Background: an optimization exercise with open tools, aiming at small area, a short achievable clock period and few clock cycles per item. Do not read the settings as production practice. Only simulation tests tie the RTL to the original design; equivalence was not proved.

Setup of amber:
Design tanh, start of the top module:
module tanh (
    input  clk,
    input  rst,
    input  [13:0] i_x,
    input  i_valid,
    output o_ready,
    output [13:0] o_fx,
    output o_valid,
    input  i_ready
);
logic        adv;
logic [13:0] x0;
logic [1:0]  cnt;
logic        ov_r;
logic [13:0] e0, e1;
logic [0:0] m1_hc;
logic [17:0] m1_ha;
logic [17:0] m1_hb;
logic [13:0] x_s1;
logic [13:0] q_s2;
logic [13:0] x_s2;
logic [4:0] d1_one;
logic [3:0] d1_two;
logic [3:0] d1_neg;
logic [13:0] q_s3;
logic [13:0] x_s3;
logic [0:0] m2_hc;
logic [17:0] m2_ha;
logic [17:0] m2_hb;
logic [13:0] x_s4;
logic [13:0] q_s4;
logic [5:0] d2_one;
logic [4:0] d2_two;
logic [4:0] d2_neg;
logic [13:0] x_s5;
logic [13:0] q_s5;
logic [0:0] m3_hc;
logic [17:0] m3_ha;
logic [17:0] m3_hb;
logic [13:0] x_s6;
logic [13:0] q_s6;
logic [5:0] d3_one;
logic [5:0] d3_two;
logic [4:0] d3_neg;
logic [13:0] x_s7;
logic [13:0] q_s7;
logic [0:0] m4_hc;
logic [17:0] m4_ha;
logic [17:0] m4_hb;
logic [13:0] x_s8;
logic [13:0] q_s8;
logic [6:0] d4_one;
logic [6:0] d4_two;
logic [5:0] d4_neg;
logic [13:0] x_s9;
logic [13:0] q_s9;
logic [0:0] m5_hc;
logic [17:0] m5_ha;
logic [17:0] m5_hb;
logic [13:0] x_s10;
logic [14:0] r5p;
logic [6:0] dx_one;
logic [6:0] dx_two;
logic [6:0] dx_neg;
logic [0:0] m6_hc;
logic [17:0] m6_ha;
logic [17:0] m6_hb;
logic v0, v1, v2, v3, v4, v5, v6, v7, v8, v9, v10, v11, v12;
wire deliver = ov_r & i_ready;
wire arrive  = adv & v12;
wire [1:0] cnt_n = cnt + {1'b0, arrive} - {1'b0, deliver};
wire m1_pp_1 = x0[0] & x0[1];
wire m1_pp_2 = x0[0] & x0[2];
wire m1_pp_3 = x0[0] & x0[3];
wire m1_pp_4 = x0[0] & x0[4];
wire m1_pp_5 = x0[0] & x0[5];
wire m1_pp_6 = x0[0] & x0[6];
wire m1_pp_7 = x0[0] & x0[7];
wire m1_pp_8 = x0[0] & x0[8];
wire m1_pp_9 = x0[0] & x0[9];
wire m1_pp_10 = x0[0] & x0[10];
wire m1_pp_11 = x0[0] & x0[11];
wire m1_pp_12 = x0[0] & x0[12];
wire m1_pp_13 = ~(x0[0] & x0[13]);
wire m1_pp_14 = x0[1] & x0[2];
wire m1_pp_15 = x0[1] & x0[3];
wire m1_pp_16 = x0[1] & x0[4];
wire m1_pp_17 = x0[1] & x0[5];
wire m1_pp_18 = x0[1] & x0[6];
wire m1_pp_19 = x0[1] & x0[7];
  ...
make LEC_CHECK=0 CAP_MARGIN=20 CORE_MARGIN=2 CORE_UTILIZATION=40 CTS_CLUSTER_DIAMETER=120 CTS_CLUSTER_SIZE=22 SETUP_SLACK_MARGIN=4.7 SLEW_MARGIN=20 SYNTH_HIERARCHICAL=1 SYNTH_MINIMUM_KEEP_SIZE=0 TNS_END_PERCENT=20 finish   # period 8.0 ns
run.sh (not shown) runs the stock make flow with config.mk's settings and CLKGATE_MAP_FILE= SYNTH_SCRIPT=/design/flow/synth_recipe.tcl, a recipe that flattens the netlist after the stock synthesis.
Testbench counts of amber, summed over its fixed seeds: cycles 16,112, items 16,000.
[inputs] lagoon vs amber
-- flow/config.mk --
<<< amber, line 11
export CTS_CLUSTER_DIAMETER = 120
export CTS_CLUSTER_SIZE = 22
>>> lagoon, line 11
export CTS_CLUSTER_DIAMETER = 110
export CTS_CLUSTER_SIZE = 18
<<< amber, line 17
export TNS_END_PERCENT = 20
>>> lagoon, line 17
Per the comparison of lagoon with amber, peak clock frequency supported by timing now sits higher; met3 usage now smaller; number of vias per cell now sits lower; number of non-clock buffers in the layout up 36. Going from amber to lagoon, share of cells above drive strength 1 grows by 1.5 points. There was hardly any difference in clock-pin slew on the worst setup and hold paths between lagoon and amber. NOTE average routed wire per standard cell amber->lagoon decreased by a few percent. Worst-case clock skew in lagoon is 0.016 ns lower than in amber. lagoon vs amber on worst setup slack: lagoon is the higher one.
Here is what was changed in the inputs of nickel compared with lagoon.
-- flow/config.mk --
<<< lagoon, line 11
export CTS_CLUSTER_DIAMETER = 110
export CTS_CLUSTER_SIZE = 18
export SETUP_SLACK_MARGIN = 4.7
>>> nickel, line 11
export SETUP_SLACK_MARGIN = 4.85
==> summary.txt <==
- The final layouts of lagoon and nickel pass the timing, design-rule and antenna checks.
- Clock network area share in nickel vs lagoon: up 2.2 points
- When nickel is set beside lagoon, its global-route usage turns out to be 0.92 points larger.
- Compared with lagoon, in nickel design area rose 2200 µm².
Input-level comparison between maple and nickel:
-- flow/config.mk --
<<< nickel, line 11
export SETUP_SLACK_MARGIN = 4.85
>>> maple, line 11
export CTS_CLUSTER_DIAMETER = 120
export CTS_CLUSTER_SIZE = 22
export SETUP_SLACK_MARGIN = 4.8
==> summary.txt <==
- Global-route wire length before repair in maple is about 2% below nickel.
- Setup slack: maple less than nickel
- Going from nickel to maple, cell depth of the worst setup path grows by 4.
- Across maple and nickel, the outcome is the same: a clean finish for every run.
- First-pass iteration count of the detailed router: maple and nickel compared, higher one is nickel
- [maple vs nickel] clock-cell share of area: lower in maple

## static timing again, ports no longer ideal
In the flow no input, the clock included, has a driving cell. The finished layouts below were timed again as built, in two steps.
Step 1 assumes that a clkbuf_16 drives the clock port and a buf_2 every other input.
Step 2 also shifts input and output timing later by t, the mid clock arrival at the registers, as if the neighbouring blocks saw the same clock.
a / b / c = ideal ports / drivers / drivers and shift; a / b = the first two.
run	t (ns)	setup slack, ns	worst setup path after step 2
amber	0.643	4.670 / 4.636 / 4.222	input to register
lagoon	0.655	4.806 / 4.802 / 4.250	input to register
nickel	0.680	4.876 / 4.853 / 4.507	input to register
maple	0.639	4.846 / 4.802 / 4.512	input to register
After both steps setup and hold are still met in every run listed. For lagoon, which loses most, drivers alone change the setup slack by -0.004 ns; drivers and shift together by -0.556 ns.
